From an optimization exercise on the open Yosys and OpenROAD flow, aimed at small area, a short achievable clock period and few clock cycles per item; shortcuts taken in it are not production practice. At most, simulation tests tie the RTL to the original design; equivalence was not proved. No functional check of the RTL was part of run 1.

## design/flow/config.mk

```make
export PLATFORM = sky130hd
export DESIGN_NAME = bitcoin_hash
export DESIGN_NICKNAME = bitcoin_hash
export VERILOG_FILES = /design/flow/design.v
export SDC_FILE = /design/flow/constraint.sdc
export NUM_CORES = 4
export LEC_CHECK = 0
export CAP_MARGIN = 20
export CORE_MARGIN = 2
export CORE_UTILIZATION = 60
export SETUP_SLACK_MARGIN = 5
export SLEW_MARGIN = 20
```

## design/flow/constraint.sdc

```tcl
create_clock -name core_clock -period 9.0 [get_ports {clk}]
set_input_delay 1.8000 -clock core_clock [delete_from_list [all_inputs] [get_ports {clk}]]
set_output_delay 1.8000 -clock core_clock [all_outputs]
set_load 0.01 [all_outputs]
```

## design/flow/design.v

```verilog
module bitcoin_hash(input logic clk, reset_n, start,
	input logic [15:0] message_addr, output_addr,
	output logic done, mem_we,
	output logic [15:0] mem_addr,
	output logic [31:0] mem_write_data,
	input logic [31:0] mem_read_data);
	function automatic logic [31:0] k(input logic [5:0] i);
		case (i)
			6'd0: k = 32'h428a2f98;
			6'd1: k = 32'h71374491;
			6'd2: k = 32'hb5c0fbcf;
			6'd3: k = 32'he9b5dba5;
			6'd4: k = 32'h3956c25b;
			6'd5: k = 32'h59f111f1;
			6'd6: k = 32'h923f82a4;
			6'd7: k = 32'hab1c5ed5;
			6'd8: k = 32'hd807aa98;
			6'd9: k = 32'h12835b01;
			6'd10: k = 32'h243185be;
			6'd11: k = 32'h550c7dc3;
			6'd12: k = 32'h72be5d74;
			6'd13: k = 32'h80deb1fe;
			6'd14: k = 32'h9bdc06a7;
			6'd15: k = 32'hc19bf174;
			6'd16: k = 32'he49b69c1;
			6'd17: k = 32'hefbe4786;
			6'd18: k = 32'h0fc19dc6;
			6'd19: k = 32'h240ca1cc;
			6'd20: k = 32'h2de92c6f;
			6'd21: k = 32'h4a7484aa;
			6'd22: k = 32'h5cb0a9dc;
			6'd23: k = 32'h76f988da;
			6'd24: k = 32'h983e5152;
			6'd25: k = 32'ha831c66d;
			6'd26: k = 32'hb00327c8;
			6'd27: k = 32'hbf597fc7;
			6'd28: k = 32'hc6e00bf3;
			6'd29: k = 32'hd5a79147;
			6'd30: k = 32'h06ca6351;
			6'd31: k = 32'h14292967;
			6'd32: k = 32'h27b70a85;
			6'd33: k = 32'h2e1b2138;
			6'd34: k = 32'h4d2c6dfc;
			6'd35: k = 32'h53380d13;
			6'd36: k = 32'h650a7354;
			6'd37: k = 32'h766a0abb;
			6'd38: k = 32'h81c2c92e;
			6'd39: k = 32'h92722c85;
			6'd40: k = 32'ha2bfe8a1;
			6'd41: k = 32'ha81a664b;
			6'd42: k = 32'hc24b8b70;
			6'd43: k = 32'hc76c51a3;
			6'd44: k = 32'hd192e819;
			6'd45: k = 32'hd6990624;
			6'd46: k = 32'hf40e3585;
			6'd47: k = 32'h106aa070;
			6'd48: k = 32'h19a4c116;
			6'd49: k = 32'h1e376c08;
			6'd50: k = 32'h2748774c;
			6'd51: k = 32'h34b0bcb5;
			6'd52: k = 32'h391c0cb3;
			6'd53: k = 32'h4ed8aa4a;
			6'd54: k = 32'h5b9cca4f;
			6'd55: k = 32'h682e6ff3;
			6'd56: k = 32'h748f82ee;
			6'd57: k = 32'h78a5636f;
			6'd58: k = 32'h84c87814;
			6'd59: k = 32'h8cc70208;
			6'd60: k = 32'h90befffa;
			6'd61: k = 32'ha4506ceb;
			6'd62: k = 32'hbef9a3f7;
			default: k = 32'hc67178f2;
		endcase
	endfunction
	function automatic logic [31:0] iv(input logic [2:0] i);
		case (i)
			3'd0: iv = 32'h6a09e667;
			3'd1: iv = 32'hbb67ae85;
			3'd2: iv = 32'h3c6ef372;
			3'd3: iv = 32'ha54ff53a;
			3'd4: iv = 32'h510e527f;
			3'd5: iv = 32'h9b05688c;
			3'd6: iv = 32'h1f83d9ab;
			default: iv = 32'h5be0cd19;
		endcase
	endfunction
	function automatic logic [63:0] csa(input logic [31:0] x, y, z);
		csa = {x ^ y ^ z, ((x & y) | (x & z) | (y & z)) << 1};
	endfunction
	function automatic logic [31:0] ror(input logic [31:0] x, input int r);
		ror = (x >> r) | (x << (32 - r));
	endfunction
	logic [31:0] a, b, c, d, e, f, g, h;
	logic [31:0] w [16];
	logic [31:0] mid [8];
	logic [31:0] p;
	logic [7:0] u;
	logic [5:0] kj;
	logic [4:0] n;
	logic b1, run;
	logic [31:0] s0, s1, ch, maj, a_new, e_new;
	logic [31:0] x1s, x1c, x2s, x2c, x3s, x3c, x4s, x4c;
	always_comb begin
		s1 = ror(e, 6) ^ ror(e, 11) ^ ror(e, 25);
		ch = (e & f) ^ (~e & g);
		s0 = ror(a, 2) ^ ror(a, 13) ^ ror(a, 22);
		maj = (a & b) ^ (a & c) ^ (b & c);
		{x1s, x1c} = csa(p, s1, ch);
		{x2s, x2c} = csa(x1s, x1c, d);
		e_new = x2s + x2c;
		{x3s, x3c} = csa(x1s, x1c, s0);
		{x4s, x4c} = csa(x3s, x3c, maj);
		a_new = x4s + x4c;
	end
	logic run_n, b1_n;
	logic [7:0] u_n;
	always_comb begin
		run_n = run;
		b1_n = b1;
		u_n = u + 8'd1;
		if (!run) begin
			if (start) begin
				run_n = 1;
				b1_n = 1;
				u_n = 8'd64;
			end
		end else if (b1) begin
			if (u == 8'd138) begin
				b1_n = 0;
				u_n = 8'd0;
			end
		end else begin
			if (u == 8'd129) u_n = 8'd0;
			if (u == 8'd0 && n == 5'd15) run_n = 0;
		end
	end
	logic st_mid, st_iv, park, ff_on, fold, kj_clr;
	logic w_mem, w_form, w_ff, w_nonce, w_pad, w_640, w_256;
	always_ff @(posedge clk, negedge reset_n) begin
		if (!reset_n) begin
			st_mid <= 0; st_iv <= 0; park <= 0; ff_on <= 0; fold <= 0; kj_clr <= 0;
			w_mem <= 0; w_form <= 0; w_ff <= 0; w_nonce <= 0; w_pad <= 0; w_640 <= 0; w_256 <= 0;
		end else begin
			st_mid <= run_n && !b1_n && u_n == 8'd0;
			st_iv <= run_n && u_n == 8'd66;
			park <= run_n && (b1_n ? u_n == 8'd131 : u_n == 8'd65);
			ff_on <= run_n && (b1_n ? (u_n >= 8'd131 && u_n <= 8'd138) : (u_n >= 8'd65 && u_n <= 8'd72));
			fold <= run_n && !b1_n && u_n == 8'd129;
			kj_clr <= u_n == 8'd65 || (b1_n ? (u_n == 8'd130 || u_n == 8'd138) : u_n == 8'd129);
			w_form <= run_n && ((u_n >= 8'd81 && u_n <= 8'd128) || (!b1_n && u_n >= 8'd15 && u_n <= 8'd62));
			w_mem <= run_n && (b1_n ? ((u_n >= 8'd65 && u_n <= 8'd80) || u_n == 8'd138)
			                        : (u_n == 8'd129 || u_n == 8'd0 || u_n == 8'd1));
			w_ff <= run_n && !b1_n && u_n >= 8'd65 && u_n <= 8'd72;
			w_nonce <= run_n && !b1_n && u_n == 8'd2;
			w_pad <= run_n && !b1_n && (u_n == 8'd3 || u_n == 8'd73);
			w_640 <= run_n && !b1_n && u_n == 8'd14;
			w_256 <= run_n && !b1_n && u_n == 8'd80;
		end
	end
	logic [31:0] ff_x, ff_y, ff;
	always_comb begin
		ff_x = b1 ? iv(kj[2:0]) : mid[0];
		ff_y = park ? a : w[0];
		ff = ff_x + ff_y;
	end
	logic [31:0] wf, wnew, y1s, y1c, y2s, y2c;
	always_comb begin
		{y1s, y1c} = csa(ror(w[14], 17) ^ ror(w[14], 19) ^ (w[14] >> 10), w[9],
		                 ror(w[1], 7) ^ ror(w[1], 18) ^ (w[1] >> 3));
		{y2s, y2c} = csa(y1s, y1c, w[0]);
		wf = y2s + y2c;
		wnew = ({32{w_form}} & wf) | ({32{w_mem}} & mem_read_data) | ({32{w_ff}} & ff)
		     | ({32{w_nonce}} & {27'd0, n}) | (w_pad ? 32'h80000000 : 32'd0)
		     | (w_640 ? 32'd640 : 32'd0) | (w_256 ? 32'd256 : 32'd0);
	end
	logic [31:0] p_h, p_k;
	always_comb begin
		p_h = st_iv ? iv(3'd7) : (st_mid ? mid[7] : g);
		p_k = fold ? 32'h307b5f59 : k(kj);	 
	end
	always_ff @(posedge clk) begin
		if (st_mid) begin
			a <= mid[0]; b <= mid[1]; c <= mid[2]; d <= mid[3];
			e <= mid[4]; f <= mid[5]; g <= mid[6]; h <= mid[7];
		end else if (st_iv) begin
			a <= iv(0); b <= iv(1); c <= iv(2); d <= iv(3);
			e <= iv(4); f <= iv(5); g <= iv(6); h <= iv(7);
		end else begin
			a <= a_new; b <= a; c <= b; d <= c;
			e <= e_new; f <= e; g <= f; h <= g;
		end
		mem_write_data <= a_new;
		p <= p_h + p_k + w[15];
		for (int i = 0; i < 15; i++) w[i] <= w[i+1];
		w[15] <= wnew;
		if (park) begin
			w[0] <= b; w[1] <= c; w[2] <= d; w[3] <= e;
			w[4] <= f; w[5] <= g; w[6] <= h;
		end
		if (ff_on) begin
			for (int i = 0; i < 7; i++) mid[i] <= mid[i+1];
			mid[7] <= b1 ? ff : mid[0];
		end
		if (kj_clr) kj <= 6'd0;
		else kj <= kj + 6'd1;
	end
	always_ff @(posedge clk, negedge reset_n) begin
		if (!reset_n) begin
			run <= 0;
			b1 <= 0;
			u <= 0;
			n <= 0;
			done <= 1;
			mem_we <= 0;
			mem_addr <= 0;
		end else begin
			run <= run_n;
			b1 <= b1_n;
			u <= u_n;
			mem_we <= 0;
			mem_addr <= mem_addr + 16'd1;
			if (!run) begin
				done <= !start;
				if (start) begin
					n <= 5'd31;
					mem_addr <= message_addr;
				end
			end else if (b1) begin
				if (u == 8'd136) mem_addr <= message_addr + 16'd16;
			end else begin
				if (u == 8'd127) mem_addr <= message_addr + 16'd16;
				if (u == 8'd0 && n != 5'd31) begin
					mem_we <= 1;
					mem_addr <= output_addr + {12'd0, n[3:0]};
				end
				if (u == 8'd1) n <= n + 5'd1;
			end
		end
	end
endmodule
```

## design/flow/run.sh

```bash
#!/bin/bash
# synth_recipe.tcl (not shown) runs the flow's synth.tcl, then flattens the netlist and writes it again
# the make line also repeats each setting of config.mk as NAME=value (left out here)
make -C /OpenROAD-flow-scripts/flow DESIGN_CONFIG=/design/flow/config.mk WORK_HOME=/design/flow/orfs CLKGATE_MAP_FILE= SYNTH_SCRIPT=/design/flow/synth_recipe.tcl finish
```

==> impl_metrics.tcl, run 1 <==
set metrics [dict create \
    status "timing/DRC/antenna clean" \
    critPathMaxFanout 5 \
    start_util_pct 60.41 \
    critPathCaptureType "register" \
    critical_path_class "reg -> reg" \
    yosys_warnings 3 \
    die_area_um2 94590 \
    cts_tree "done" \
    area_delta_synth_final_pct 22.48 \
    worst_r2r_path_depth 20 \
    finClkSkew_ns 0.04405 \
    drive_above_1_share_pct 25.06 \
    grt_pass1_vias 41240 \
    holdPathStages 0 \
    cts_hold_buf 0 \
    dr.pass1.iters 7 \
    finalHoldViolCount 0 \
    root_buffer "clkbuf_16" \
    finalCriticalPeriod_ns 4.830 \
    grt_max_degree 131 \
    critPathSlowestCell "fa_2" \
    final_cells 6634 \
    clkSlewWorstSetupHoldPaths_ns 0.07 \
    largest-register "w" \
    max_freq_mhz 207.0 \
    place_area_um2 57490 \
    largest_register_ffs 512 \
    period_share_pct 53.66 \
    grt_pass1_wl_um 297000 \
    drc 0 \
    syn_inst 5097 \
    crit_required_ns 9.68 \
    dp_hpwl_um 149000 \
    gp_congestion 1.040 \
    fin_area_um2 67720 \
    final_cell_mix "dfxtp_1 (797), inv_1 (344), nand2_1 (300)" \
    yosys_register_bits 1172 \
    vias 43350 \
    hp-class "reg -> reg" \
    maxCapViolations 0 \
    avgSynthCellArea_um2 10.85 \
    yosysSeqAreaShare_pct 47.49 \
    grt_usage_pct 44.31 \
    antenna_found_initial 15 \
    cts.sinks 1172 \
    slowest_delay_ns 0.53 \
    syn-cell-area_um2 55290 \
    crit_chain "xor2_4, xnor2_4, fa_2, inv_2, ha_4, inv_1, fa_1, inv_1, ha_2, fa_2, a211o_1, nand4_1, a31oi_4, a21o_1, a41oi_2, o211ai_1, buf_4, a41oi_2, xnor2_2, a2bb2oi_1" \
    rsz0062_at_grt "yes" \
    maxSlewViolCount 0 \
    worstMarginPinSlew_ns 1.166 \
    worst_skew_pair.late_latency_ns 0.76 \
    num_io_pins 117 \
    die_y_um 307.6 \
    fin_nets 5814 \
    syn_nets 5572 \
    arrival_ns 5.51 \
    timing.slew.headroom_pct 22.25 \
    final_common_cell "dfxtp_1" \
    ys_async_sr_fraction_pct 3.925 \
    numPortBuffers 116 \
    via_per_inst 6.535 \
    crit_path_start_kind "register" \
    die_x_um 307.6 \
    ys_types 86 \
    coreArea_um2 91520 \
    cts.path.max_buffers 3 \
    core.rowCount 111 \
    grt.overflow.total 0 \
    grt_util_met3_pct 12.87 \
    reg.largest.list "w (512), mid (256)" \
    wire_per_inst_um 32.33 \
    grtUsageMet2_pct 66.03 \
    grt-busiest-layer "met2" \
    htreeDepth 3 \
    post-place-cells 6162 \
    setup_violations 0 \
    synth-edff-count 256 \
    drtIter0Drc 6061 \
    use_met1_pct 56.50 \
    drtAntennaViolNets 0 \
    totalWireLength_um 214500 \
    cts-buffers-inserted 116 \
    fin_tns_setup_ns 0 \
    synthFlopType "dfxtp_1" \
]
[final timing paths]
| path | startpoint | to | slack, ns |
|---|---|---|---|
| min in group asynchronous | reset_n | mem_addr[6]$_DFF_PN0_ | 1.17 |
| max | e[6]$_DFF_P_ | a[29]$_DFF_P_ | 4.17 |
| max reg2reg | e[6]$_DFF_P_ | a[29]$_DFF_P_ | 4.17 |
| min reg2reg | w[8][21]$_DFF_P_ | w[7][21]$_DFF_P_ | 0.31 |
| min | w[8][21]$_DFF_P_ | w[7][21]$_DFF_P_ | 0.31 |
| max in group asynchronous | reset_n | park$_DFF_PN0_ | 7.30 |
[synth_stat cells (all sizes together) (10+ instances only)]
cell type | number | area [µm²]
nor2b | 21 | 131.4
inv | 379 | 1423
nand4 | 15 | 93.84
a31o | 10 | 87.58
and3 | 34 | 212.7
nand3 | 71 | 355.3
o22a | 98 | 858.3
fa | 219 | 4384
xor2 | 117 | 1025
a21oi | 225 | 1134
ha | 189 | 2365
maj3 | 27 | 270.3
a311oi | 15 | 137.6
o21ai | 227 | 1140
nand2b | 47 | 294.0
a221oi | 13 | 113.9
a22oi | 12 | 90.09
dfxtp | 870 | 17420
a2bb2oi | 15 | 131.4
nor2 | 284 | 1069
nand2 | 312 | 1171
o221ai | 24 | 210.2
o21bai | 23 | 172.7
a21o | 63 | 473.0
a22o | 88 | 770.7
mux2i | 23 | 230.2
dfrtp | 45 | 1126
nor3 | 60 | 300.3
or3 | 23 | 143.9
o311ai | 11 | 96.34
o31ai | 17 | 127.6
edfxtp | 256 | 7687
and2 | 23 | 143.9
o21a | 28 | 210.2
xnor2 | 314 | 2750
or2 | 15 | 93.84
clkbuf | 245 | 919.6
buf | 37 | 155.2
a211oi | 51 | 382.9
o211ai | 63 | 473.0
o22ai | 16 | 100.1
a31oi | 43 | 275.3
a221o | 18 | 180.2
mux2 | 299 | 3367
a2111oi | 11 | 121.4
[kinds of logic after synthesis]
logic type	synth area share, %
compound gates	14.23
flops	47.49
buf+inv	4.538
simple gates	7.706
mux	6.506
fa+ha+maj	12.70
xor+xnor	6.828
[what timing repair did]
item | in CTS | in global routing
gates resized for setup | 549 | 261
setup endpoints to repair | 185 | 134
setup buffers | 164 | 63
pin swaps | 205 | 194
cloned | 16 | 2
[worst max-delay path: cells and delay by family (launching register included)]
kind	cells	cell delay, ns
buffers and inverters	4	0.38
flip-flops	1	0.39
XOR/XNOR	3	0.72
adder cells (fa/ha/maj)	5	1.70
AND/OR/NAND/NOR	1	0.17
AO/OA/AOI/OAI	7	1.39
[stage by stage]
stage | utilization, % | worst slack, ns | hold slack, ns
5_1_grt | 73.97 | 4.040 | 0.3209
4_1_cts | 72.03 | 4.403 | 0.3173
6_report | 73.99 | 4.170 | 0.3136
2_1_floorplan | - | 4.609 | 0.3096
3_5_place_dp | 62.81 | 3.447 | 0.3121
3_3_place_gp | 62.80 | 3.427 | 0.3095
[metal layers]
metal | share of wire [%] | vias to the layer above
met5 | 0.037 | -
met2 | 43 | 3051
met4 | 8.6 | 10
met3 | 13 | 755
met1 | 36 | 21230
li1 | - | 18310
[layout make-up]
| type | instances | area [µm²] |
|---|---|---|
| fill | 6137 | 23810 |
| antenna | 6 | 15.01 |
| clock buffer | 155 | 3281 |
| multi-input combinational | 3263 | 30030 |
| tap | 1186 | 1484 |
| inverter | 382 | 1474 |
| timing repair buffer | 402 | 4154 |
| timing repair inverter | 2 | 17.52 |
| sequential | 1172 | 26480 |
| clock inverter | 66 | 783.3 |
==> run 2: changes to the inputs <==
--- a/design/flow/design.v
+++ b/design/flow/design.v
@@ -101,3 +101,3 @@
 	logic [31:0] s0, s1, ch, maj, a_new, e_new;
-	logic [31:0] x1s, x1c, x2s, x2c, x3s, x3c, x4s, x4c;
+	logic [31:0] x1s, x1c, x2s, x2c, x3s, x3c, x4s, x4c, x5s, x5c;
 	always_comb begin
@@ -107,8 +107,9 @@
 		maj = (a & b) ^ (a & c) ^ (b & c);
-		{x1s, x1c} = csa(p, s1, ch);
-		{x2s, x2c} = csa(x1s, x1c, d);
+		{x1s, x1c} = csa(p, ch, d);
+		{x2s, x2c} = csa(x1s, x1c, s1);
 		e_new = x2s + x2c;
-		{x3s, x3c} = csa(x1s, x1c, s0);
-		{x4s, x4c} = csa(x3s, x3c, maj);
-		a_new = x4s + x4c;
+		{x3s, x3c} = csa(p, ch, maj);
+		{x4s, x4c} = csa(x3s, x3c, s1);
+		{x5s, x5c} = csa(x4s, x4c, s0);
+		a_new = x5s + x5c;
 	end
--- a/design/flow/config.mk
+++ b/design/flow/config.mk
@@ -9,3 +9,3 @@
 export CORE_MARGIN = 2
-export CORE_UTILIZATION = 60
+export CORE_UTILIZATION = 40
 export SETUP_SLACK_MARGIN = 5
==> run 2 against run 1 <==
Still clean. Fmax up 4.3%. Non-clock buffer count up 7. Worst hold slack worse by 0.016 ns. Highest routed layer unchanged.
==> impl_metrics.tcl, run 2 <==
set metrics [dict create \
    status "timing/DRC/antenna clean" \
    holdPathStages 0 \
    finalHoldViolCount 0 \
    reg2reg_from "a[2]$_DFF_P_" \
    grt_usage_pct 28.79 \
    hp-class "reg -> reg" \
    wire_per_inst_um 28.21 \
    fin_tns_setup_ns 0 \
    antenna_found_initial 22 \
    fin_nets 6143 \
    synthFlopType "dfxtp_1" \
    worst_skew_pair.late_latency_ns 0.78 \
    finClkSkew_ns 0.07054 \
    clkSlewWorstSetupHoldPaths_ns 0.06 \
    cts_tree "done" \
    syn-cell-area_um2 56630 \
    synth-edff-count 256 \
    largest_register_ffs 512 \
    die_x_um 380.3 \
    worst_r2r_path_depth 18 \
    regToRegSetupSlack_ns 4.37 \
    cts-buffers-inserted 120 \
    synth_top_cells_by_count "dfxtp_1 (870), inv_1 (406), nand2_1 (385)" \
    grt_max_degree 141 \
    area_delta_synth_final_pct 22.45 \
    crit_required_ns 9.62 \
    die_area_um2 144600 \
    grt_pass1_vias 40890 \
    critical_path_class "reg -> reg" \
    avgSynthCellArea_um2 10.49 \
    syn_inst 5400 \
    numPortBuffers 116 \
    setup_ws_ns 4.367 \
    maxSlewViolCount 0 \
    timing.slew.headroom_pct 25.73 \
    synth.area.top_cells "dfxtp_1 (31%), edfxtp_1 (14%), fa_1 (8.8%)" \
    root_buffer "clkbuf_16" \
    dp_hpwl_um 155100 \
    min-delay-start "w[13][7]$_DFF_P_" \
    critPathCaptureType "register" \
    final_cell_mix "dfxtp_1 (778), inv_1 (393), nand2_1 (376)" \
    synth.most_common_cell "dfxtp_1" \
    yosys_register_bits 1172 \
    worstMarginPinSlew_ns 1.114 \
    htreeDepth 3 \
    synth_top_area_share_pct 30.75 \
    cts.path.max_buffers 3 \
    largest-register "w" \
    final_common_cell "dfxtp_1" \
    ys_types 92 \
    coreArea_um2 141100 \
    rsz0062_at_grt "yes" \
    drtIter0Drc 5353 \
    dr.pass1.iters 8 \
    start_util_pct 40.15 \
    max_freq_mhz 215.8 \
    ys_async_sr_fraction_pct 3.925 \
    min_to "w[12][7]$_DFF_P_" \
    yosys.area.top_type "dfxtp_1" \
    setup_violations 0 \
    yosysSeqAreaShare_pct 46.36 \
    drive_above_1_share_pct 23.00 \
    yosys_warnings 3 \
    arrival_ns 5.25 \
    cts.sinks 1172 \
    finalCriticalPeriod_ns 4.633 \
    grt_pass1_wl_um 300800 \
    core.rowCount 138 \
    period_share_pct 51.48 \
    r2r-end "a[22]$_DFF_P_" \
    drtAntennaViolNets 0 \
    via_per_inst 5.663 \
    critPathMaxFanout 3 \
    crit_path_start_kind "register" \
    grt.overflow.total 0 \
    dpl_worst_slack_ns 3.237 \
    maxCapViolations 0 \
    vias 43270 \
    reg.largest.list "w (512), mid (256)" \
    drc 0 \
    die_y_um 380.3 \
    num_io_pins 117 \
    syn_nets 5906 \
    totalWireLength_um 215600 \
    gp_congestion 0.9964 \
]
[run 2: changes by cell type in the layout (fill, tap and decap cells not counted), moves of 19 or more]
cell      change
inv_1        +49
nand2b_1     +33
a21oi_1      +29
nor2_1       +72
xnor2_1      +39
dfxtp_1      -19
o22a_1       -90
fa_1         +37
inv_2        -20
o21ai_0     +132
nand2_1      +76
dfxtp_2      +19
[run 2: logic make-up (layout without fill, tap and decap cells)]
| family | after synthesis | after routing | synth area share (%) |
|---|---|---|---|
| AO/OA/AOI/OAI | 1123 | 1123 | 12.75 |
| XOR/XNOR | 432 | 432 | 6.681 |
| adder cells (fa/ha/maj) | 469 | 469 | 13.54 |
| buffers and inverters | 707 | 1049 | 4.712 |
| flip-flops | 1172 | 1172 | 46.36 |
| multiplexers | 328 | 328 | 6.489 |
| other | 0 | 8 | 0 |
| AND/OR/NAND/NOR | 1169 | 1170 | 9.460 |
[run 2: routing by layer]
metal  part of all wire, %  track usage [%]  wire length [µm]
met1                    41            40.11             88880
met4                   6.2            14.37             13420
met3                    11            6.688             22720
met2                    42            41.76             90510
met5                 0.019                0                42
[run 2: per-stage QoR]
stage / std cells / instance area (µm²) / hold WS, ns / util [%]
after floorplan: 5400 / 57030 / 0.3096 / -
after global placement: 7164 / 59740 / 0.3096 / 42.35
after detailed placement: 7164 / 59740 / 0.3121 / 42.35
after CTS: 7556 / 67520 / 0.3008 / 47.87
after global routing: 7635 / 69330 / 0.3116 / 49.15
final: 7641 / 69350 / 0.2977 / 49.16
[run 2: final cells by class]
cell class | instances | area, µm²
fillers | 12690 | 71720
flip-flops and latches | 1172 | 26510
multi-input cells | 3522 | 30440
inverters | 412 | 1563
diodes | 8 | 20.02
well taps | 1890 | 2365
clock inverters | 68 | 897.1
repair buffers | 409 | 4160
clock buffers | 160 | 3398
[run 2: how the worst max path moves through the flow]
stage                      from                    endpoint  cells after the start
6_report           a[2]$_DFF_P_               a[22]$_DFF_P_                     18
5_1_grt            a[1]$_DFF_P_               a[19]$_DFF_P_                     18
4_1_cts           a[14]$_DFF_P_  mem_write_data[30]$_DFF_P_                     16
3_5_place_dp   st_mid$_DFF_PN0_               p[28]$_DFF_P_                     16
3_3_place_gp   st_mid$_DFF_PN0_               p[28]$_DFF_P_                     16
2_1_floorplan     a[15]$_DFF_P_               a[30]$_DFF_P_                     17
[run 2: critical path, cell delays in order (launching register included)]
cell and delay (ns):
dfxtp_2 0.31, buf_6 0.11, maj3_2 0.32, fa_1 0.52, inv_2 0.04, fa_1 0.51
inv_2 0.04, fa_1 0.48, ha_1 0.32, a21o_1 0.19, a21oi_2 0.16, nand3b_1 0.26
a31oi_4 0.18, buf_6 0.17, a21oi_4 0.15, o21bai_1 0.10, a211oi_2 0.32, nor2_4 0.08
a22o_1 0.20
[run 2: repair_timing]
item,in CTS,in global routing
pin swaps,159,205
setup endpoints to repair,178,130
resized for setup,474,257
buffers inserted,156,75
hold buffers,0,0
cloned,8,2
Testbench counts of run 2, summed over its fixed seeds: cycles 51,792, jobs 24.
==> run 3: changes to the inputs <==
--- a/design/flow/config.mk
+++ b/design/flow/config.mk
@@ -7,2 +7,3 @@
 export LEC_CHECK = 0
+export ABC_AREA = 1
 export CAP_MARGIN = 20
==> run 3 against run 2 <==
First-iteration DRC count is 3.7% higher. Critical endpoint is now a[29]$_DFF_P_. Core utilization is 1.5 points lower. Non-clock buffer count is 144 lower.
==> impl_metrics.tcl, run 3 <==
set metrics [dict create \
    vias 49190 \
    fin_area_um2 69210 \
    hp-class "reg -> reg" \
    grt_max_degree 153 \
    final_cells 8918 \
    synth.area.top_cells "dfxtp_1 (30%), edfxtp_1 (13%), fa_1 (8.6%)" \
    ys_async_sr_fraction_pct 3.925 \
    place_area_um2 61290 \
    cts-buffers-inserted 121 \
    finalCriticalPeriod_ns 4.125 \
    yosysSeqAreaShare_pct 45.03 \
    antenna_found_initial 19 \
    crit_required_ns 9.68 \
    syn_nets 7248 \
    start_util_pct 40.16 \
    synth.most_common_cell "nand2_1" \
    multi_input_area_um2 29400 \
    drc 0 \
    path_buf_inv 4 \
    htreeDepth 3 \
    fin_tns_setup_ns 0 \
    status "timing/DRC/antenna clean" \
    totalWireLength_um 254900 \
    die_y_um 385.8 \
    synth_top_cells_by_count "nand2_1 (1,125), inv_1 (998), dfxtp_1 (870)" \
    slowest_delay_ns 0.58 \
    yosys_warnings 3 \
    timing.slew.headroom_pct 28.69 \
    crit_path_start_kind "register" \
    yosys.area.top_type "dfxtp_1" \
    crit_family "adder cells" \
    clkSlewWorstSetupHoldPaths_ns 0.07 \
    avgSynthCellArea_um2 8.649 \
    critPathCaptureType "register" \
    fill_cells 13850 \
    maxCapViolations 0 \
    syn-cell-area_um2 58310 \
    root_buffer "clkbuf_16" \
    fin_nets 7394 \
    ys_types 68 \
    drive_above_1_share_pct 14.59 \
    final_common_cell "nand2_1" \
    die_area_um2 148900 \
    cts.sinks 1172 \
    post-place-cells 8577 \
    dp_hpwl_um 196600 \
    grt_pass1_wl_um 350300 \
    core.rowCount 140 \
    worst_skew_pair.late_latency_ns 0.81 \
    gp_congestion 1.061 \
    grt_pass1_vias 46760 \
    period_share_pct 45.84 \
    setup_violations 0 \
    drtAntennaViolNets 0 \
    reg.largest.list "w (512), mid (256)" \
    wire_per_inst_um 28.59 \
    die_x_um 385.8 \
    syn_inst 6742 \
    yosys_register_bits 1172 \
    grt_usage_pct 33.50 \
    coreArea_um2 145200 \
    cts.path.max_buffers 3 \
    crit_chain "maj3_1, fa_1, inv_1, fa_1, inv_2, fa_2, ha_4, inv_2, o21bai_1, a31oi_1, o21ai_0, nor2_1, nand2_1, nand2_1, nand3_2, o21ai_1, inv_1" \
    arrival_ns 4.80 \
    worstMarginPinSlew_ns 1.070 \
    largest-register "w" \
    critical_path_class "reg -> reg" \
    finalHoldViolCount 0 \
    finClkSkew_ns 0.07473 \
    cts_tree "done" \
    critPathMaxFanout 5 \
    dr.pass1.iters 6 \
    numPortBuffers 116 \
    num_io_pins 117 \
    synthFlopType "dfxtp_1" \
    seqCellArea_um2 26540 \
    drtIter0Drc 5552 \
    via_per_inst 5.516 \
    largest_register_ffs 512 \
    final_cell_mix "nand2_1 (1,077), inv_1 (949), dfxtp_1 (763)" \
    rsz0062_at_grt "yes" \
    max_freq_mhz 242.4 \
    synth_top_area_share_pct 29.87 \
    synth-edff-count 256 \
    area_delta_synth_final_pct 18.68 \
    critPathSlowestCell "fa_2" \
    setup_ws_ns 4.875 \
    maxSlewViolCount 0 \
    grt.overflow.total 0 \
    dpl_worst_slack_ns 3.374 \
]
-- run 3: changes by cell type after synthesis, moves of 41 or more --
cell      before   now
a22o_1        69    13
a211oi_1      45     4
nand3_1       78   336
a21o_1        74    20
inv_1        406   998
clkbuf_1     264   172
nor2_1       359   640
a21oi_1      259   495
xor2_1       109   200
mux2_2       303    77
nand2b_1      79     1
xnor2_1      323   133
nand2_1      385  1125
o21ai_0      349   403
-- run 3: final timing paths --
check                                 startpoint  slack, ns  cells after the start                to
min in group asynchronous                reset_n       1.18                      2  mem_we$_DFF_PN0_
worst min-delay path            w[11][8]$_DFF_P_       0.30                      0  w[10][8]$_DFF_P_
worst max-delay path               a[28]$_DFF_P_       4.87                     17     a[29]$_DFF_P_
worst min register to register  w[11][8]$_DFF_P_       0.30                      0  w[10][8]$_DFF_P_
worst max register to register     a[28]$_DFF_P_       4.87                     17     a[29]$_DFF_P_
max in group asynchronous                reset_n       7.21                      2  st_mid$_DFF_PN0_
-- run 3: final cells by class --
type                    count  area share [%]
clock inverters            58           1.052
multi-input cells        4314           42.48
inverters                1014           5.594
repair buffers            265           3.977
diodes                      8         0.02893
flip-flops and latches   1172           38.35
well taps                1917           3.466
clock buffers             170           5.053
-- run 3: repair_timing --
item	CTS	global route
hold buffers	0	0
cloned	7	4
pin swaps	44	120
gates resized for setup	441	361
buffers inserted	33	61
endpoints found under the setup margin	190	121
-- run 3: routing by layer --
metal  part of all wire, %  track usage, %
met1                    41           45.35
met2                    44           51.51
met3                   8.6           5.947
met4                   6.2           16.59
met5                 0.031               0
-- run 3: kinds of logic (layout without fill, tap and decap cells) --
logic type | Yosys count | after routing | share of synthesized area, %
flip-flops | 1172 | 1172 | 45.03
other | 0 | 8 | 0
buffers and inverters | 1256 | 1507 | 8.231
AND/OR/NAND/NOR | 2306 | 2306 | 16.52
multiplexers | 77 | 77 | 1.487
AO/OA/AOI/OAI | 1148 | 1148 | 10.90
adder cells (fa/ha/maj) | 450 | 450 | 12.83
XOR/XNOR | 333 | 333 | 5.002
-- run 3: stage by stage --
step                hold slack (ns)  util (%)
finish                       0.2955     47.66
global route                 0.2964     47.65
CTS                          0.2945     46.41
detailed placement           0.3121     42.21
global placement             0.3095     42.21
floorplan                    0.3096         -
==> run 4: changes to the inputs <==
--- a/design/flow/config.mk
+++ b/design/flow/config.mk
@@ -11,3 +11,3 @@
 export CORE_UTILIZATION = 40
-export SETUP_SLACK_MARGIN = 5
+export SETUP_SLACK_MARGIN = 4
 export SLEW_MARGIN = 20
==> run 4 against run 3 <==
Still clean. Register-to-register slack worse by 0.78 ns. Final cell count is 1.2% lower. Die area stayed put. Fmax is 16% lower. Non-clock buffer count is 104 lower. Sequential share of layout area is 1.7 points higher. Global-route usage is 0.78 points lower. Via count is 2.6% lower.
==> impl_metrics.tcl, run 4 <==
set metrics [dict create \
    maxCapViolations 0 \
    grt_pass1_wl_um 343400 \
    area_delta_synth_final_pct 12.53 \
    largest-register "w" \
    coreArea_um2 145200 \
    critPathMaxFanout 6 \
    r2r-end "a[21]$_DFF_P_" \
    drtAntennaViolNets 0 \
    fin_nets 7290 \
    final_cell_mix "nand2_1 (1,125), inv_1 (997), dfxtp_1 (857)" \
    cts_tree "done" \
    numPortBuffers 116 \
    synth_top_area_share_pct 29.87 \
    htreeDepth 3 \
    cts_hold_buf 0 \
    cts.sinks 1172 \
    setup_violations 0 \
    drc 0 \
    regToRegSetupSlack_ns 4.10 \
    holdPathStages 0 \
    via_per_inst 5.436 \
    die_x_um 385.8 \
    vias 47910 \
    period_share_pct 54.46 \
    finClkSkew_ns 0.07012 \
    critPathCaptureType "register" \
    avgSynthCellArea_um2 8.649 \
    status "timing/DRC/antenna clean" \
    worst_skew_pair.late_latency_ns 0.80 \
    rsz0062_at_grt "no" \
    grt.overflow.total 0 \
    clkSlewWorstSetupHoldPaths_ns 0.06 \
    num_io_pins 117 \
    dp_hpwl_um 196600 \
    die_area_um2 148900 \
    grt_max_degree 153 \
    start_util_pct 40.16 \
    synth-edff-count 256 \
    synth_top_cells_by_count "nand2_1 (1,125), inv_1 (998), dfxtp_1 (870)" \
    yosys_register_bits 1172 \
    cts.path.max_buffers 3 \
    cts-buffers-inserted 121 \
    synthFlopType "dfxtp_1" \
    drtIter0Drc 5449 \
    grt_usage_pct 32.72 \
    maxSlewViolCount 0 \
    hp-class "reg -> reg" \
    syn_inst 6742 \
    min-delay-start "w[11][8]$_DFF_P_" \
    timing.slew.headroom_pct 28.74 \
    syn_nets 7248 \
    syn-cell-area_um2 58310 \
    grt_pass1_vias 46060 \
    synth.area.top_cells "dfxtp_1 (30%), edfxtp_1 (13%), fa_1 (8.6%)" \
    min_to "w[10][8]$_DFF_P_" \
    cts_setup_buffers 0 \
    wire_per_inst_um 27.91 \
    crit_required_ns 9.72 \
    fin_util_pct 45.19 \
    largest_register_ffs 512 \
    yosysSeqAreaShare_pct 45.03 \
    ys_async_sr_fraction_pct 3.925 \
    reg2reg_from "e[20]$_DFF_P_" \
    dr.pass1.iters 10 \
    totalWireLength_um 245900 \
    ys_types 68 \
    yosys.area.top_type "dfxtp_1" \
    synth.most_common_cell "nand2_1" \
    worst_r2r_path_depth 14 \
    antenna_found_initial 22 \
    max_freq_mhz 204.0 \
    drive_above_1_share_pct 6.155 \
    arrival_ns 5.62 \
    crit_path_start_kind "register" \
    final_common_cell "nand2_1" \
    finalCriticalPeriod_ns 4.901 \
    fill_cells 14200 \
    die_y_um 385.8 \
    root_buffer "clkbuf_16" \
    worstMarginPinSlew_ns 1.069 \
    core.rowCount 140 \
    gp_congestion 1.061 \
    fin_tns_setup_ns 0 \
    reg.largest.list "w (512), mid (256)" \
    critical_path_class "reg -> reg" \
    yosys_warnings 3 \
    finalHoldViolCount 0 \
]
-- run 4: critical path, stage by stage (launching register included) --
cell     delay, ns
dfxtp_1       0.47
o21ai_0       0.65
fa_1          0.54
inv_1         0.09
fa_1          0.40
inv_1         0.17
fa_1          0.45
ha_1          0.45
a21oi_1       0.32
o21ai_0       0.19
a21oi_1       0.26
nand3_1       0.13
xor2_1        0.41
nand2_1       0.19
o21ai_0       0.11
-- run 4: how the worst max path moves through the flow --
stage                    startpoint            end  slack (ns)  depth (start not counted)
floorplan              e[1]$_DFF_P_  a[29]$_DFF_P_        5.10                         22
global placement    st_iv$_DFF_PN0_  p[26]$_DFF_P_        3.42                         17
detailed placement  st_iv$_DFF_PN0_  p[26]$_DFF_P_        3.37                         17
CTS                    e[1]$_DFF_P_  a[31]$_DFF_P_        4.00                         20
global route          e[29]$_DFF_P_  a[31]$_DFF_P_        4.00                         18
finish                e[20]$_DFF_P_  a[21]$_DFF_P_        4.10                         14
-- run 4: cell families (layout without fill, tap and decap cells) --
logic type | count (synthesis) | in the layout | synth area share, %
AO/OA/AOI/OAI | 1148 | 1148 | 10.90
XOR/XNOR | 333 | 333 | 5.002
adder cells (fa/ha/maj) | 450 | 450 | 12.83
buffers and inverters | 1256 | 1403 | 8.231
flip-flops | 1172 | 1172 | 45.03
multiplexers | 77 | 77 | 1.487
other | 0 | 7 | 0
AND/OR/NAND/NOR | 2306 | 2306 | 16.52
-- run 4: what timing repair did --
action	CTS	global route
cloned	1	0
gates resized for setup	7	25
setup endpoints to repair	15	34
-- run 4: layer usage --
layer  up-vias  global-route usage [%]  wire (µm)
li1      21750                       -          -
met3       489                   5.746      21200
met5         -                       0         96
met4        14                   15.30      13420
met1     23340                   44.64     103300
met2      2319                   50.35     108000
-- run 4: through the flow --
step                      hold slack, ns  setup WS [ns]  instance area, µm²  instances
after floorplan                   0.3096          5.096               58310       6742
after global placement            0.3095          3.420               61290       8577
after detailed placement          0.3121          3.374               61290       8577
after CTS                         0.2945          4.002               65570       8806
after global routing              0.2964          4.001               65610       8808
final                             0.2940          4.099               65620       8813
-- run 4: area by class of cell --
cell class | instances | area (µm²) | share of cell area (%)
sequential | 1172 | 26290 | 40.07
clock inverter | 58 | 728.2 | 1.110
tap | 1917 | 2399 | 3.655
inverter | 1014 | 3814 | 5.812
clock buffer | 170 | 3497 | 5.329
multi-input combinational | 4314 | 27290 | 41.59
antenna | 7 | 17.52 | 0.02669
timing repair buffer | 161 | 1584 | 2.414
==> run 5: changes to the inputs <==
--- a/design/flow/config.mk
+++ b/design/flow/config.mk
@@ -7,3 +7,2 @@
 export LEC_CHECK = 0
-export ABC_AREA = 1
 export CAP_MARGIN = 20
@@ -11,3 +10,5 @@
 export CORE_UTILIZATION = 40
-export SETUP_SLACK_MARGIN = 4
+export CTS_BUF_LIST = sky130_fd_sc_hd__clkbuf_8
+export CTS_CLUSTER_SIZE = 30
+export SETUP_SLACK_MARGIN = 5
 export SLEW_MARGIN = 20
==> run 5 against run 4 <==
Global-route usage fell by 3.6 points. Clock skew rose by 0.012 ns. Synthesized cell count fell by 20%. Die area fell by 2.9%. Synthesized area fell by 2.9%. Worst hold slack got worse by 0.0034 ns.
==> impl_metrics.tcl, run 5 <==
set metrics [dict create \
    setup_ws_ns 4.339 \
    finalCriticalPeriod_ns 4.661 \
    ys_types 92 \
    yosys_register_bits 1172 \
    start_util_pct 40.15 \
    critPathSlowestCell "fa_1" \
    wire_per_inst_um 28.04 \
    num_io_pins 117 \
    synth.area.top_cells "dfxtp_1 (31%), edfxtp_1 (14%), fa_1 (8.8%)" \
    finClkSkew_ns 0.08201 \
    clkSlewWorstSetupHoldPaths_ns 0.07 \
    fin_util_pct 49.11 \
    totalWireLength_um 217700 \
    period_share_pct 51.79 \
    yosys.area.top_type "dfxtp_1" \
    hp-class "reg -> reg" \
    setup_violations 0 \
    dp_hpwl_um 155100 \
    crit_path_start_kind "register" \
    vias 43860 \
    critPathMaxFanout 4 \
    rsz0062_at_grt "yes" \
    dpl_worst_slack_ns 3.237 \
    fill_cells 12800 \
    critPathCaptureType "register" \
    fin_nets 6209 \
    fin_tns_setup_ns 0 \
    grt_max_degree 141 \
    root_buffer "clkbuf_8" \
    reg.largest.list "w (512), mid (256)" \
    dr.pass1.iters 6 \
    timing.slew.headroom_pct 25.76 \
    arrival_ns 5.48 \
    cts_hold_buf 0 \
    die_y_um 380.3 \
    cts.sinks 1172 \
    slowest_delay_ns 0.51 \
    grt.overflow.total 0 \
    numPortBuffers 116 \
    worstMarginPinSlew_ns 1.114 \
    die_x_um 380.3 \
    largest_register_ffs 512 \
    antenna_found_initial 25 \
    maxSlewViolCount 0 \
    coreArea_um2 141100 \
    yosysSeqAreaShare_pct 46.36 \
    die_area_um2 144600 \
    worst_skew_pair.late_latency_ns 0.94 \
    max_freq_mhz 214.6 \
    area_delta_synth_final_pct 22.33 \
    whs_ns 0.2905 \
    drive_above_1_share_pct 23.84 \
    finalHoldViolCount 0 \
    syn-cell-area_um2 56630 \
    cts.path.max_buffers 3 \
    maxCapViolations 0 \
    drc 0 \
    avgSynthCellArea_um2 10.49 \
    critical_path_class "reg -> reg" \
    drtAntennaViolNets 0 \
    htreeDepth 4 \
    final_cell_mix "dfxtp_1 (776), inv_1 (463), nand2_1 (373)" \
    synth-edff-count 256 \
    via_per_inst 5.651 \
    grt_usage_pct 29.16 \
    synth.most_common_cell "dfxtp_1" \
    synth_top_cells_by_count "dfxtp_1 (870), inv_1 (406), nand2_1 (385)" \
    crit_chain "a21o_1, o21ai_0, fa_2, fa_1, inv_1, fa_1, ha_2, fa_2, a21oi_4, nor2b_4, a221oi_4, buf_6, a21boi_4, a21boi_2, o21ai_2, a311oi_2, xnor2_2, o31a_1" \
    ys_async_sr_fraction_pct 3.925 \
    crit_required_ns 9.82 \
    synth_top_area_share_pct 30.75 \
    cts-buffers-inserted 191 \
    synthFlopType "dfxtp_1" \
    grt_pass1_wl_um 304000 \
    syn_nets 5906 \
    yosys_warnings 3 \
    cts_tree "done" \
    largest-register "w" \
    grt_pass1_vias 41620 \
    syn_inst 5400 \
    status "timing/DRC/antenna clean" \
    final_common_cell "dfxtp_1" \
    core.rowCount 138 \
    gp_congestion 0.9964 \
    drtIter0Drc 5287 \
]
run 5: cell families after synthesis:
kind of cell,after synthesis,share of synthesized area [%]
compound gates,1123,12.75
simple gates,1169,9.460
mux,328,6.489
fa+ha+maj,469,13.54
xor+xnor,432,6.681
flops,1172,46.36
buf+inv,707,4.712
run 5: through the flow:
| step | instance area, µm² | instances |
|---|---|---|
| finish | 69280 | 7762 |
| global placement | 59740 | 7164 |
| global route | 69280 | 7761 |
| floorplan | 57030 | 5400 |
| CTS | 67670 | 7684 |
| detailed placement | 59740 | 7164 |
run 5: final timing paths:
| kind | start | endpoint | slack (ns) | cells past startpoint |
|---|---|---|---|---|
| setup / recovery | b[0]$_DFF_P_ | a[19]$_DFF_P_ | 4.34 | 18 |
| hold / removal | w[10][17]$_DFF_P_ | w[9][17]$_DFF_P_ | 0.29 | 0 |
| setup reg to reg | b[0]$_DFF_P_ | a[19]$_DFF_P_ | 4.34 | 18 |
| hold reg to reg | w[10][17]$_DFF_P_ | w[9][17]$_DFF_P_ | 0.29 | 0 |
| max in group asynchronous | reset_n | st_iv$_DFF_PN0_ | 7.49 | 2 |
| min in group asynchronous | reset_n | mem_addr[3]$_DFF_PN0_ | 0.98 | 2 |
run 5: worst max-delay path: cells and delay by family, from the launching register on:
| kind | cells | cell delay [ns] |
|---|---|---|
| and+or+nand+nor | 1 | 0.07 |
| adders and majority gates | 5 | 2.01 |
| DFF | 1 | 0.43 |
| buffers and inverters | 2 | 0.22 |
| xor gates and xnor gates | 1 | 0.15 |
| AOI/OAI and AO/OA | 9 | 1.65 |
run 5: cell type report:
class	count	area [µm²]	area share, %
clock buffer	223	3069	4.430
tap	1890	2365	3.413
inverter	412	1563	2.256
timing repair buffer	404	4103	5.922
clock inverter	135	1146	1.654
multi-input combinational	3522	30520	44.05
antenna	4	10.01	0.01445
sequential	1172	26510	38.26
run 5: timing repair:
| action | CTS | global route |
|---|---|---|
| gates resized for setup | 510 | 219 |
| hold endpoints to repair | 0 | 0 |
| pin swaps | 159 | 208 |
| buffers inserted | 152 | 73 |
| cloned | 10 | 1 |
| setup endpoints to repair | 177 | 124 |
run 5: per-layer routing:
metal | track usage, % | share of wire [%]
met3 | 6.350 | 10
met4 | 14.90 | 6.1
met1 | 40.52 | 42
met2 | 42.58 | 42
met5 | 0 | 0.017
==> run 6: changes to the inputs <==
--- a/design/flow/config.mk
+++ b/design/flow/config.mk
@@ -7,2 +7,3 @@
 export LEC_CHECK = 0
+export ABC_AREA = 1
 export CAP_MARGIN = 20
@@ -10,5 +11,4 @@
 export CORE_UTILIZATION = 40
-export CTS_BUF_LIST = sky130_fd_sc_hd__clkbuf_8
-export CTS_CLUSTER_SIZE = 30
 export SETUP_SLACK_MARGIN = 5
 export SLEW_MARGIN = 20
+export TNS_END_PERCENT = 10
==> run 6 against run 5 <==
Clock skew fell by 0.0089 ns. Non-clock buffer count decreased by 176. Sequential cell count stayed put. Die area grew 2.9%. Fmax increased by 13%. Synthesized cell count is 25% higher.
==> impl_metrics.tcl, run 6 <==
set metrics [dict create \
    critPathLaunch "b[1]$_DFF_P_" \
    timing.slew.headroom_pct 24.62 \
    finClkSkew_ns 0.07312 \
    synth.area.top_cells "dfxtp_1 (30%), edfxtp_1 (13%), fa_1 (8.6%)" \
    period_share_pct 45.74 \
    root_buffer "clkbuf_16" \
    drc 0 \
    via_per_inst 5.477 \
    fin_tns_setup_ns 0 \
    core.rowCount 140 \
    rsz0062_at_grt "yes" \
    yosys_register_bits 1172 \
    wire_per_inst_um 28.43 \
    grt_max_degree 153 \
    setup_violations 0 \
    yosys.area.top_type "dfxtp_1" \
    final_cell_mix "nand2_1 (1,083), inv_1 (954), dfxtp_1 (776)" \
    cts.sinks 1172 \
    grt.overflow.total 0 \
    drtIter0Drc 5813 \
    synthFlopType "dfxtp_1" \
    fin_util_pct 47.00 \
    max_freq_mhz 242.9 \
    ys_async_sr_fraction_pct 3.925 \
    regToRegSetupSlack_ns 4.88 \
    largest-register "w" \
    totalWireLength_um 252300 \
    grt_usage_pct 33.41 \
    crit_required_ns 9.64 \
    numPortBuffers 116 \
    dr.pass1.iters 6 \
    finalHoldViolCount 0 \
    status "timing/DRC/antenna clean" \
    worst_skew_pair.late_latency_ns 0.81 \
    reg2reg_from "b[1]$_DFF_P_" \
    hp-class "reg -> reg" \
    r2r-end "a[7]$_DFF_P_" \
    die_y_um 385.8 \
    coreArea_um2 145200 \
    die_x_um 385.8 \
    syn_inst 6742 \
    worstMarginPinSlew_ns 1.131 \
    worst_r2r_path_depth 16 \
    arrival_ns 4.75 \
    grt_util_met3_pct 6.179 \
    multi_input_area_um2 28900 \
    cts_tree "done" \
    area_delta_synth_final_pct 17.03 \
    critPathCaptureType "register" \
    grtUsageMet2_pct 51.62 \
    critPathMaxFanout 4 \
    maxCapViolations 0 \
    critical_path_class "reg -> reg" \
    final_common_cell "nand2_1" \
    syn-cell-area_um2 58310 \
    antenna_found_initial 18 \
    avgSynthCellArea_um2 8.649 \
    drive_above_1_share_pct 12.95 \
    htreeDepth 3 \
    drtAntennaViolNets 0 \
    fin_nets 7357 \
    grt-busiest-layer "met2" \
    clkSlewWorstSetupHoldPaths_ns 0.06 \
    finalCriticalPeriod_ns 4.116 \
    crit_end "a[7]$_DFF_P_" \
    fill_cells 13950 \
    cts-buffers-inserted 121 \
    ys_types 68 \
    maxSlewViolCount 0 \
    use_met1_pct 45.16 \
    yosys_warnings 3 \
    grt_pass1_vias 46510 \
    seqCellArea_um2 26480 \
    syn_nets 7248 \
    largest_register_ffs 512 \
    crit_path_start_kind "register" \
    synth_top_area_share_pct 29.87 \
    synth_top_cells_by_count "nand2_1 (1,125), inv_1 (998), dfxtp_1 (870)" \
    reg.largest.list "w (512), mid (256)" \
    num_io_pins 117 \
    yosysSeqAreaShare_pct 45.03 \
    grt_pass1_wl_um 349500 \
    gp_congestion 1.061 \
    dp_hpwl_um 196600 \
    synth.most_common_cell "nand2_1" \
    vias 48610 \
    die_area_um2 148900 \
    cts.path.max_buffers 3 \
    synth-edff-count 256 \
    start_util_pct 40.16 \
]
## run 6: changes by cell type after synthesis, moves of 54 or more
cell,before,now
nand2_1,385,1125
inv_1,406,998
nor2_1,359,640
nand3_1,78,336
a21oi_1,259,495
mux2_2,303,77
xnor2_1,323,133
clkbuf_1,264,172
xor2_1,109,200
nand2b_1,79,1
a22o_1,69,13
a21o_1,74,20
o21ai_0,349,403
## run 6: what timing repair did
action	in CTS	in global routing
buffers inserted	19	41
pin swaps	21	94
cloned	7	1
resized for setup	336	311
hold buffers	0	0
setup endpoints to repair	190	134
## run 6: area by class of cell
cell class	instances	area share, %
multi-input cells	4314	42.34
flip-flops and latches	1172	38.80
inverters	1014	5.649
clock buffers	170	5.124
well taps	1917	3.515
repair buffers	228	3.493
clock inverters	58	1.067
diodes	3	0.01100
## run 6: logic make-up after synthesis
logic type | count (synthesis) | share of synthesized area [%]
compound gates | 1148 | 10.90
xor+xnor | 333 | 5.002
fa+ha+maj | 450 | 12.83
buf+inv | 1256 | 8.231
flops | 1172 | 45.03
mux | 77 | 1.487
simple gates | 2306 | 16.52
## run 6: per-layer routing
layer / routed length, µm / vias up / part of all wire [%]
met3: 23130 / 540 / 9.2
met2: 110800 / 2450 / 44
met4: 14700 / 14 / 5.8
met5: 96 / - / 0.038
met1: 103600 / 23730 / 41
li1: - / 21890 / -
## run 6: worst min-delay path by stage
stage	start	end	slack [ns]	depth (start not counted)
3_5_place_dp	w[12][17]$_DFF_P_	w[11][17]$_DFF_P_	0.31	0
5_1_grt	w[11][8]$_DFF_P_	w[10][8]$_DFF_P_	0.30	0
6_report	w[11][8]$_DFF_P_	w[10][8]$_DFF_P_	0.29	0
2_1_floorplan	w[11][0]$_DFF_P_	w[10][0]$_DFF_P_	0.31	0
4_1_cts	w[11][8]$_DFF_P_	w[10][8]$_DFF_P_	0.29	0
3_3_place_gp	w[10][17]$_DFF_P_	w[9][17]$_DFF_P_	0.31	0
## run 6: metrics by stage
stage               setup slack (ns)  cell area (µm²)  std cells  hold WS [ns]
global placement               3.420            61290       8577        0.3095
global route                   4.803            68240       8875        0.2964
finish                         4.884            68250       8876        0.2948
detailed placement             3.374            61290       8577        0.3121
CTS                            4.886            66880       8831        0.2945
floorplan                      5.096            58310       6742        0.3096
## run 6: critical path, stage by stage, from the launching register on
cell      delay [ns]
dfxtp_1         0.32
inv_1           0.12
a21oi_2         0.10
fa_1            0.51
inv_1           0.05
fa_1            0.47
inv_1           0.07
fa_1            0.51
ha_2            0.21
fa_2            0.36
nand2_1         0.09
nand2_2         0.07
nand3b_1        0.14
nand2_4         0.11
buf_4           0.15
xor2_1          0.51
o21ai_0         0.15
==> run 7: changes to the inputs <==
--- a/design/flow/config.mk
+++ b/design/flow/config.mk
@@ -11,2 +11,4 @@
 export CORE_UTILIZATION = 40
+export CTS_CLUSTER_DIAMETER = 60
+export CTS_CLUSTER_SIZE = 25
 export SETUP_SLACK_MARGIN = 5
==> run 7 against run 6 <==
Global-route usage up 0.088 points. Worst setup slack improved by 0.054 ns. Critical endpoint is now a[11]$_DFF_P_. Highest routed layer unchanged.
==> impl_metrics.tcl, run 7 <==
set metrics [dict create \
    yosys_warnings 3 \
    cts_hold_buf 0 \
    yosys_register_bits 1172 \
    start_util_pct 40.16 \
    setup_ws_ns 4.937 \
    dp_hpwl_um 196600 \
    synth_top_area_share_pct 29.87 \
    fin_tns_setup_ns 0 \
    rsz0062_at_grt "yes" \
    post-place-cells 8577 \
    cts.sinks 1172 \
    clkSlewWorstSetupHoldPaths_ns 0.09 \
    final_cells 8863 \
    synth-edff-count 256 \
    reg.largest.list "w (512), mid (256)" \
    fin_util_pct 46.94 \
    synth.area.top_cells "dfxtp_1 (30%), edfxtp_1 (13%), fa_1 (8.6%)" \
    cts_tree "done" \
    syn-cell-area_um2 58310 \
    via_per_inst 5.505 \
    timing.slew.headroom_pct 25.42 \
    grt_pass1_wl_um 349700 \
    synth_top_cells_by_count "nand2_1 (1,125), inv_1 (998), dfxtp_1 (870)" \
    critPathMaxFanout 4 \
    final_common_cell "nand2_1" \
    drtIter0Drc 5790 \
    wire_per_inst_um 28.62 \
    ys_async_sr_fraction_pct 3.925 \
    final_cell_mix "nand2_1 (1,085), inv_1 (952), dfxtp_1 (774)" \
    die_y_um 385.8 \
    fill_cells 13910 \
    finalCriticalPeriod_ns 4.063 \
    crit_path_start_kind "register" \
    grt_pass1_vias 46380 \
    vias 48790 \
    largest_register_ffs 512 \
    syn_nets 7248 \
    drive_above_1_share_pct 13.44 \
    synth.most_common_cell "nand2_1" \
    slowest_delay_ns 0.53 \
    worst_skew_pair.late_latency_ns 0.79 \
    ys_types 68 \
    coreArea_um2 145200 \
    crit_chain "inv_1, o21ai_2, o21ai_2, fa_2, fa_1, inv_2, fa_1, ha_2, fa_2, nand2_2, nand2_2, nand3b_1, nand2_4, a21oi_4, buf_4, xor2_2, o21ai_0" \
    critical_path_class "reg -> reg" \
    fin_nets 7359 \
    synth_top_family_by_area "simple AND/OR/NAND/NOR gates" \
    grt_max_degree 153 \
    die_area_um2 148900 \
    synth-compound-area-share_pct 10.90 \
    synthFlopType "dfxtp_1" \
    syn_inst 6742 \
    drtAntennaViolNets 0 \
    cts-buffers-inserted 103 \
    totalWireLength_um 253700 \
    crit_family "adder cells" \
    die_x_um 385.8 \
    gp_congestion 1.061 \
    critPathSlowestCell "fa_1" \
    path_buf_inv 3 \
    yosys.area_share.xor_xnor_pct 5.002 \
    hp-class "reg -> reg" \
    yosysSeqAreaShare_pct 45.03 \
    numPortBuffers 116 \
    largest-register "w" \
    critPathCaptureType "register" \
    setup_violations 0 \
    root_buffer "clkbuf_16" \
    num_io_pins 117 \
    core.rowCount 140 \
    status "timing/DRC/antenna clean" \
    crit_required_ns 9.64 \
    worstMarginPinSlew_ns 1.119 \
    finClkSkew_ns 0.04369 \
    area_delta_synth_final_pct 16.89 \
    antenna_found_initial 22 \
    avgSynthCellArea_um2 8.649 \
    yosys.area.top_type "dfxtp_1" \
    cts.path.max_buffers 3 \
    grt.overflow.total 0 \
    period_share_pct 45.14 \
    arrival_ns 4.70 \
    htreeDepth 3 \
    grt_usage_pct 33.49 \
    synth-simple-area-share_pct 16.52 \
    maxSlewViolCount 0 \
    drc 0 \
    max_freq_mhz 246.1 \
    dpl_worst_slack_ns 3.374 \
    muxShareOfSynthArea_pct 1.487 \
    maxCapViolations 0 \
    synthAdderAreaFrac_pct 12.83 \
    finalHoldViolCount 0 \
    dr.pass1.iters 6 \
]
==> run 7: cells by family after synthesis <==
family / count (synthesis)
compound gates: 1148
simple gates: 2306
xor+xnor: 333
fa+ha+maj: 450
flops: 1172
mux: 77
buf+inv: 1256
==> run 7: area by class of cell <==
| class | count | area [µm²] | share of cell area (%) |
|---|---|---|---|
| Antenna cell | 6 | 15.01 | 0.02203 |
| Clock buffer | 111 | 2659 | 3.901 |
| Clock inverter | 81 | 1026 | 1.505 |
| Inverter | 1014 | 3871 | 5.679 |
| Multi-Input combinational cell | 4314 | 29040 | 42.60 |
| Sequential cell | 1172 | 26520 | 38.90 |
| Tap cell | 1917 | 2399 | 3.519 |
| Timing Repair Buffer | 248 | 2639 | 3.871 |
==> run 7: metal layers <==
layer	part of all wire [%]	track usage [%]	vias up
met5	0.027	0	-
met3	8.8	6.205	574
met4	6.4	16.96	10
li1	-	-	21910
met2	43	51.12	2423
met1	41	45.36	23880
==> run 7: path summary, 6_finish.rpt <==
check / depth (start not counted) / endpoint / slack (ns) / startpoint
worst max-delay path: 17 / a[11]$_DFF_P_ / 4.94 / b[0]$_DFF_P_
worst min-delay path: 0 / w[7][29]$_DFF_P_ / 0.32 / w[8][29]$_DFF_P_
worst max register to register: 17 / a[11]$_DFF_P_ / 4.94 / b[0]$_DFF_P_
worst min register to register: 0 / w[7][29]$_DFF_P_ / 0.32 / w[8][29]$_DFF_P_
max in group asynchronous: 2 / st_mid$_DFF_PN0_ / 7.23 / reset_n
min in group asynchronous: 2 / mem_addr[11]$_DFF_PN0_ / 1.17 / reset_n
==> run 7: per-stage QoR <==
step / instance area (µm²) / hold WS [ns]
after global routing: 68150 / 0.3265
after floorplan: 58310 / 0.3096
after CTS: 66560 / 0.3163
after global placement: 61290 / 0.3095
final: 68160 / 0.3220
after detailed placement: 61290 / 0.3121
==> run 7: what timing repair did <==
| item | 4_1_cts | 5_1_grt |
|---|---|---|
| pin swaps | 42 | 109 |
| endpoints found under the setup margin | 192 | 136 |
| gates resized for setup | 368 | 338 |
| gates cloned | 8 | 3 |
| buffers inserted | 32 | 45 |

==> re-timing with driven ports <==
In the flow no input, the clock included, has a driving cell. The finished layouts below were timed again as built, in two steps. Step 1: set_driving_cell puts a clkbuf_16 on clk and a buf_2 on each other input, an assumption about the parent block. Step 2 adds t to the input delays and takes it off the output delays; t is the mean of the earliest and latest rising clock arrival at the registers after step 1. Input paths then give back, and output paths get back, about the clock's delay inside the block. Three values: no drivers, after step 1, after step 2; two values: the first two.
run	shift t [ns]	setup slack, ns	slew at the worst register clock pin (ns)	cell pins on the clock port's net
run 1	0.807	4.170 / 4.170 / 4.170	0.07 / 0.07	1
run 2	0.821	4.367 / 4.367 / 4.367	0.07 / 0.07	1
run 3	0.856	4.875 / 4.875 / 4.249	0.07 / 0.07	1
run 4	0.855	4.099 / 4.099 / 4.099	0.07 / 0.07	1
run 5	0.987	4.339 / 4.339 / 4.339	0.07 / 0.07	1
run 6	0.859	4.884 / 4.884 / 4.259	0.07 / 0.07	1
run 7	0.850	4.937 / 4.937 / 4.257	0.10 / 0.10	1
After both steps every run listed still meets setup and hold. The setup slack of run 7, which loses most, moves by 0.000 ns with the drivers and by -0.680 ns with both steps.
